This is an optimization exercise on Yosys and OpenROAD, whose aim is small area and a short achievable clock period, not a production implementation.
The RTL was checked by simulation tests, not by an equivalence proof against the original design.
Power and IR drop assume default switching activity.

## run 1
// mac
module mac(input clk, input rst, input [15:0] x, input [15:0] y, output [31:0] acc);
reg r0_0;
reg r1_0;
reg r2_0;
reg r3_0;
reg r4_0;
reg r5_0;
reg r6_0;
reg r6_1;
reg r7_0;
reg r7_1;
reg r8_0;
reg r8_1;
reg r9_0;
reg r9_1;
reg r10_0;
reg r10_1;
reg r11_0;
reg r11_1;
reg r12_0;
reg r12_1;
reg r13_0;
reg r13_1;
reg r14_0;
reg r14_1;
reg r15_0;
reg r15_1;
reg r16_0;
reg r16_1;
reg r17_0;
reg r17_1;
reg r18_0;
reg r18_1;
reg r19_0;
reg r19_1;
reg r20_0;
reg r20_1;
reg r21_0;
reg r21_1;
reg r22_0;
reg r22_1;
reg r23_0;
reg r23_1;
reg r24_0;
reg r24_1;
reg r25_0;
reg r25_1;
reg r26_0;
reg r26_1;
reg r27_0;
reg r27_1;
reg r28_0;
reg r28_1;
reg r29_0;
reg r29_1;
reg r30_0;
reg r30_1;
reg r31_0;
reg rci;
wire p1;
wire p2;
wire p3;
wire p4;
wire p5;
wire p6;
wire p7;
wire p8;
wire p9;
wire p10;
wire p11;
wire p12;
wire p13;
wire p14;
wire p15;
wire p16;
wire p17;
wire p18;
wire p19;
wire p20;
wire p21;
wire p22;
wire p23;
wire p24;
wire p25;
wire p26;
wire p27;
wire p28;
wire p29;
wire p30;
wire p31;
wire p32;
wire p33;
wire p34;
wire p35;
wire p36;
wire p37;
wire p38;
wire p39;
wire p40;
wire p41;
wire p42;
wire p43;
wire p44;
wire p45;
wire p46;
wire p47;
wire p48;
wire p49;
wire p50;
wire p51;
wire p52;
wire p53;
wire p54;
wire p55;
wire p56;
wire p57;
wire p58;
wire p59;
wire p60;
wire p61;
wire p62;
wire p63;
wire p64;
wire p65;
wire p66;
wire p67;
wire p68;
wire p69;
wire p70;
wire p71;
wire p72;
wire p73;
wire p74;
wire p75;
wire p76;
wire p77;
wire p78;
wire p79;
wire p80;
wire p81;
wire p82;
wire p83;
wire p84;
wire p85;
wire p86;
wire p87;
wire p88;
wire p89;
wire p90;
wire p91;
wire p92;
wire p93;
wire p94;
wire p95;
wire p96;
wire p97;
wire p98;
wire p99;
wire p100;
wire p101;
wire p102;
wire p103;
wire p104;
wire p105;
wire p106;
wire p107;
wire p108;
wire p109;
wire p110;
wire p111;
wire p112;
wire p113;
wire p114;
wire p115;
wire p116;
wire p117;
wire p118;
wire p119;
wire p120;
wire p121;
wire p122;
wire p123;
wire p124;
wire p125;
wire p126;
wire p127;
wire p128;
wire p129;
wire p130;
wire p131;
wire p132;
wire p133;
wire p134;
wire p135;
wire p136;
wire p137;
wire p138;
wire p139;
wire p140;
wire p141;
  ...
For scale: roughly 920 cells after synthesis, ~58 flip-flops, about 66 I/O pins, ~9600 µm² of cells after synthesis.
==> flow/config.mk <==
export PLATFORM = sky130hd
export DESIGN_NAME = mac
export DESIGN_NICKNAME = mac
export VERILOG_FILES = /design/flow/design.v
export SDC_FILE = /design/flow/constraint.sdc
export NUM_CORES = 4
export LEC_CHECK = 0
export CAP_MARGIN = 20
export CORE_MARGIN = 2
export CORE_UTILIZATION = 40
export SLEW_MARGIN = 20
export SYNTH_HIERARCHICAL = 1
export SYNTH_MINIMUM_KEEP_SIZE = 0
export SETUP_SLACK_MARGIN = 11.2
export SKIP_GATE_CLONING = 1
export BUFFER_PORTS_ARGS = -buffer_cell sky130_fd_sc_hd__buf_1
export CTS_ARGS = -sink_clustering_enable -repair_clock_nets -dont_use_dummy_load -buf_list sky130_fd_sc_hd__clkbuf_4 -root_buf sky130_fd_sc_hd__clkbuf_8
==> flow/constraint.sdc <==
create_clock -name core_clock -period 18.0 [get_ports {clk}]
set_input_delay 3.6000 -clock core_clock [delete_from_list [all_inputs] [get_ports {clk}]]
set_output_delay 3.6000 -clock core_clock [all_outputs]
set_load 0.01 [all_outputs]
standard.sh (not shown) runs the stock make flow with config.mk's settings and CLKGATE_MAP_FILE= SYNTH_SCRIPT=/design/flow/synth_recipe.tcl, a recipe that flattens the netlist after the stock synthesis.
==> flow/flow/run.sh <==
#!/bin/bash
# Layout: the standard ORFS flow (standard.sh, standard synthesis), with
#  - timing repair aimed at a setup slack of flow/margin ns, so the resizer
#    works on the real critical paths even though the clock period is loose
#    (no gate cloning, so each port keeps exactly one buffer),
#  - the standard port buffering (every port gets its own buffer), with the
#    buffer cell in flow/portbuf,
#  - a clock tree without dummy balancing loads, extra CTS options in flow/cts.
# standard.log here holds make's output; ORFS's own logs are in orfs/logs.
set -euo pipefail
M=$(cat flow/margin)
PB=$(cat flow/portbuf)
CTS_EXTRA=$(cat flow/cts 2>/dev/null || true)
cat >> config.mk <<EOC
export SETUP_SLACK_MARGIN = $M
export SKIP_GATE_CLONING = 1
export BUFFER_PORTS_ARGS = -buffer_cell $PB
export CTS_ARGS = -sink_clustering_enable -repair_clock_nets -dont_use_dummy_load $CTS_EXTRA
EOC
bash standard.sh > standard.log 2>&1
==> flow/flow/cts <==
-buf_list sky130_fd_sc_hd__clkbuf_4 -root_buf sky130_fd_sc_hd__clkbuf_8
==> flow/flow/margin <==
11.2
==> flow/flow/portbuf <==
sky130_fd_sc_hd__buf_1
Run 1 has completed all stages; timing, DRC and antenna checks passed.
The following lists how run 2 was set up differently from run 1:
# run 1
export LEC_CHECK = 0
export CAP_MARGIN = 20
export CORE_MARGIN = 2
export CORE_UTILIZATION = 40
export SLEW_MARGIN = 20
export SYNTH_HIERARCHICAL = 1
export SYNTH_MINIMUM_KEEP_SIZE = 0
export SETUP_SLACK_MARGIN = 11.2
export SKIP_GATE_CLONING = 1
export BUFFER_PORTS_ARGS = -buffer_cell sky130_fd_sc_hd__buf_1
export CTS_ARGS = -sink_clustering_enable -repair_clock_nets -dont_use_dummy_load -buf_list sky130_fd_sc_hd__clkbuf_4 -root_buf sky130_fd_sc_hd__clkbuf_8
create_clock -name core_clock -period 18.0 [get_ports {clk}]
# run 2
export LEC_CHECK = 0
export CAP_MARGIN = 20
export CORE_MARGIN = 2
export CORE_UTILIZATION = 60
export SLEW_MARGIN = 20
export SYNTH_HIERARCHICAL = 1
export SYNTH_MINIMUM_KEEP_SIZE = 0
export SETUP_SLACK_MARGIN = 11
export BUFFER_PORTS_ARGS = -buffer_cell sky130_fd_sc_hd__buf_2
export CTS_ARGS = -sink_clustering_enable -repair_clock_nets -dont_use_dummy_load -buf_list sky130_fd_sc_hd__clkbuf_8 -root_buf sky130_fd_sc_hd__clkbuf_16 -sink_clustering_size 30
create_clock -name core_clock -period 18.0 [get_ports {clk}]
==> flow/flow/run.sh <==
#!/bin/bash
# Layout: the standard ORFS flow (standard.sh, standard synthesis), with
#  - timing repair aimed at a setup slack of SETUP_MARGIN ns, so the resizer
#    works on the real critical paths even though the clock period is loose,
#  - port buffers of a small cell (every port still gets its own buffer),
#  - a clock tree without dummy balancing loads.
# Each tool's output goes to standard.log here and ORFS's own logs in orfs/logs.
set -euo pipefail
M=$(cat flow/margin)
CTS_EXTRA=$(cat flow/cts 2>/dev/null || true)
cat >> config.mk <<EOC
export SETUP_SLACK_MARGIN = $M
export BUFFER_PORTS_ARGS = -buffer_cell sky130_fd_sc_hd__buf_2
export CTS_ARGS = -sink_clustering_enable -repair_clock_nets -dont_use_dummy_load $CTS_EXTRA
EOC
bash standard.sh > standard.log 2>&1
==> flow/flow/cts <==
-buf_list sky130_fd_sc_hd__clkbuf_8 -root_buf sky130_fd_sc_hd__clkbuf_16 -sink_clustering_size 30
==> flow/flow/margin <==
11
removed: flow/flow/portbuf
Run 2 went all the way through the flow, and no timing, DRC or antenna check failed. In run 2, die height is lower than in run 1. y[9] as the first element of the critical path was reported by run 2, and y[8] by run 1. The total vias in the final route of run 2 is higher than that of run 1. [compare] base=run 1 new=run 2: sequential cell area did not really move, total chip power now sits higher, post-detailed-route wirelength per cell picked up an extra 12%, routability congestion estimate from global placement increased about 2%.
For run 3, these inputs were changed with respect to run 2:
# run 2
export LEC_CHECK = 0
export CAP_MARGIN = 20
export CORE_MARGIN = 2
export CORE_UTILIZATION = 60
export SLEW_MARGIN = 20
export SYNTH_HIERARCHICAL = 1
export SYNTH_MINIMUM_KEEP_SIZE = 0
export SETUP_SLACK_MARGIN = 11
export BUFFER_PORTS_ARGS = -buffer_cell sky130_fd_sc_hd__buf_2
export CTS_ARGS = -sink_clustering_enable -repair_clock_nets -dont_use_dummy_load -buf_list sky130_fd_sc_hd__clkbuf_8 -root_buf sky130_fd_sc_hd__clkbuf_16 -sink_clustering_size 30
create_clock -name core_clock -period 18.0 [get_ports {clk}]
# run 3
export LEC_CHECK = 0
export CAP_MARGIN = 20
export CORE_MARGIN = 2
export CORE_UTILIZATION = 40
export SLEW_MARGIN = 20
export SYNTH_HIERARCHICAL = 1
export SYNTH_MINIMUM_KEEP_SIZE = 0
export SETUP_SLACK_MARGIN = 11.2
export SKIP_GATE_CLONING = 1
export BUFFER_PORTS_ARGS = -buffer_cell sky130_fd_sc_hd__buf_1
export CTS_ARGS = -sink_clustering_enable -repair_clock_nets -dont_use_dummy_load -buf_list sky130_fd_sc_hd__clkbuf_4 -root_buf sky130_fd_sc_hd__clkbuf_8 -sink_clustering_size 30 -sink_clustering_max_diameter 300
create_clock -name core_clock -period 18.0 [get_ports {clk}]
==> flow/flow/run.sh <==
#!/bin/bash
# Layout: the standard ORFS flow (standard.sh, standard synthesis), with
#  - timing repair aimed at a setup slack of flow/margin ns, so the resizer
#    works on the real critical paths even though the clock period is loose
#    (no gate cloning, so each port keeps exactly one buffer),
#  - the standard port buffering (every port gets its own buffer), with the
#    buffer cell in flow/portbuf,
#  - a clock tree without dummy balancing loads, extra CTS options in flow/cts.
# standard.log here holds make's output; ORFS's own logs are in orfs/logs.
set -euo pipefail
M=$(cat flow/margin)
PB=$(cat flow/portbuf)
CTS_EXTRA=$(cat flow/cts 2>/dev/null || true)
cat >> config.mk <<EOC
export SETUP_SLACK_MARGIN = $M
export SKIP_GATE_CLONING = 1
export BUFFER_PORTS_ARGS = -buffer_cell $PB
export CTS_ARGS = -sink_clustering_enable -repair_clock_nets -dont_use_dummy_load $CTS_EXTRA
EOC
bash standard.sh > standard.log 2>&1
==> flow/flow/cts <==
-buf_list sky130_fd_sc_hd__clkbuf_4 -root_buf sky130_fd_sc_hd__clkbuf_8 -sink_clustering_size 30 -sink_clustering_max_diameter 300
==> flow/flow/margin <==
11.2
==> flow/flow/portbuf (new file) <==
sky130_fd_sc_hd__buf_1
Lower switching component of the power was reported by run 3, not run 2. Run 3 ends up with lower shortest period the worst path allows than run 2 does. Compared with run 2, overall power consumption in run 3 decreased by a few percent.
The following lists how run 4 was set up differently from run 3:
# run 3
export LEC_CHECK = 0
export CAP_MARGIN = 20
export CORE_MARGIN = 2
export CORE_UTILIZATION = 40
export SLEW_MARGIN = 20
export SYNTH_HIERARCHICAL = 1
export SYNTH_MINIMUM_KEEP_SIZE = 0
export SETUP_SLACK_MARGIN = 11.2
export SKIP_GATE_CLONING = 1
export BUFFER_PORTS_ARGS = -buffer_cell sky130_fd_sc_hd__buf_1
export CTS_ARGS = -sink_clustering_enable -repair_clock_nets -dont_use_dummy_load -buf_list sky130_fd_sc_hd__clkbuf_4 -root_buf sky130_fd_sc_hd__clkbuf_8 -sink_clustering_size 30 -sink_clustering_max_diameter 300
create_clock -name core_clock -period 18.0 [get_ports {clk}]
# run 4
export LEC_CHECK = 0
export CAP_MARGIN = 20
export CORE_MARGIN = 2
export CORE_UTILIZATION = 40
export SLEW_MARGIN = 20
export SYNTH_HIERARCHICAL = 1
export SYNTH_MINIMUM_KEEP_SIZE = 0
export SETUP_SLACK_MARGIN = 11.5
export SKIP_GATE_CLONING = 1
export BUFFER_PORTS_ARGS = -buffer_cell sky130_fd_sc_hd__buf_2
export CTS_ARGS = -sink_clustering_enable -repair_clock_nets -dont_use_dummy_load 
create_clock -name core_clock -period 18.0 [get_ports {clk}]
==> flow/flow/cts <==

==> flow/flow/margin <==
11.5
==> flow/flow/portbuf <==
sky130_fd_sc_hd__buf_2
==> comparison <==
Per the comparison of run 4 with run 3, hold slack did not really move, number of sequential storage elements did not really move, worst endpoint required time did not really move, global-route usage went up. Comparing run 4 and run 3, number of nets in the layout is higher on run 4. In run 4 the global-route met3 utilization turned out 0.94 points higher than in run 3. Worst setup slack in run 4 is 0.14 ns higher than in run 3. According to the power report, total power for run 4 is higher than for run 3. Combinational power share: lower on run 4. Cell area in run 4 is 9.9% above run 3. Against run 3, run 4 comes in 0.14 ns lower on minimum period implied by the final worst setup slack.

## what the ideal ports hide
The flow's constraints put no driver on any port. The routed layouts listed below were extracted and timed again, unchanged, in two steps.
Step 1 (the two cells are an assumption about what drives the block):
set clk [get_ports {clk}]
set_driving_cell -lib_cell sky130_fd_sc_hd__clkbuf_16 $clk
set_driving_cell -lib_cell sky130_fd_sc_hd__buf_2 [delete_from_list [all_inputs] $clk]
Step 2 adds t to the input delays and takes it off the output delays; t is the mean of the earliest and latest rising clock arrival at the registers after step 1. Input paths then give back, and output paths get back, about the clock's delay inside the block.
Three values: no drivers, after step 1, after step 2; two values: the first two.
run | shift t [ns] | setup WS [ns] | hold slack, ns
run 1 | 0.405 | 11.320 / 11.326 / 10.932 | 0.630 / 0.630 / 0.630
run 2 | 0.385 | 11.114 / 11.103 / 10.718 | 0.625 / 0.625 / 0.625
run 3 | 0.405 | 11.320 / 11.326 / 10.932 | 0.630 / 0.630 / 0.630
run 4 | 0.389 | 11.461 / 11.435 / 11.046 | 0.631 / 0.631 / 0.631
After both steps setup and hold are still met in every run listed. For run 4, which loses most, drivers alone change the setup slack by -0.026 ns; drivers and shift together by -0.415 ns.
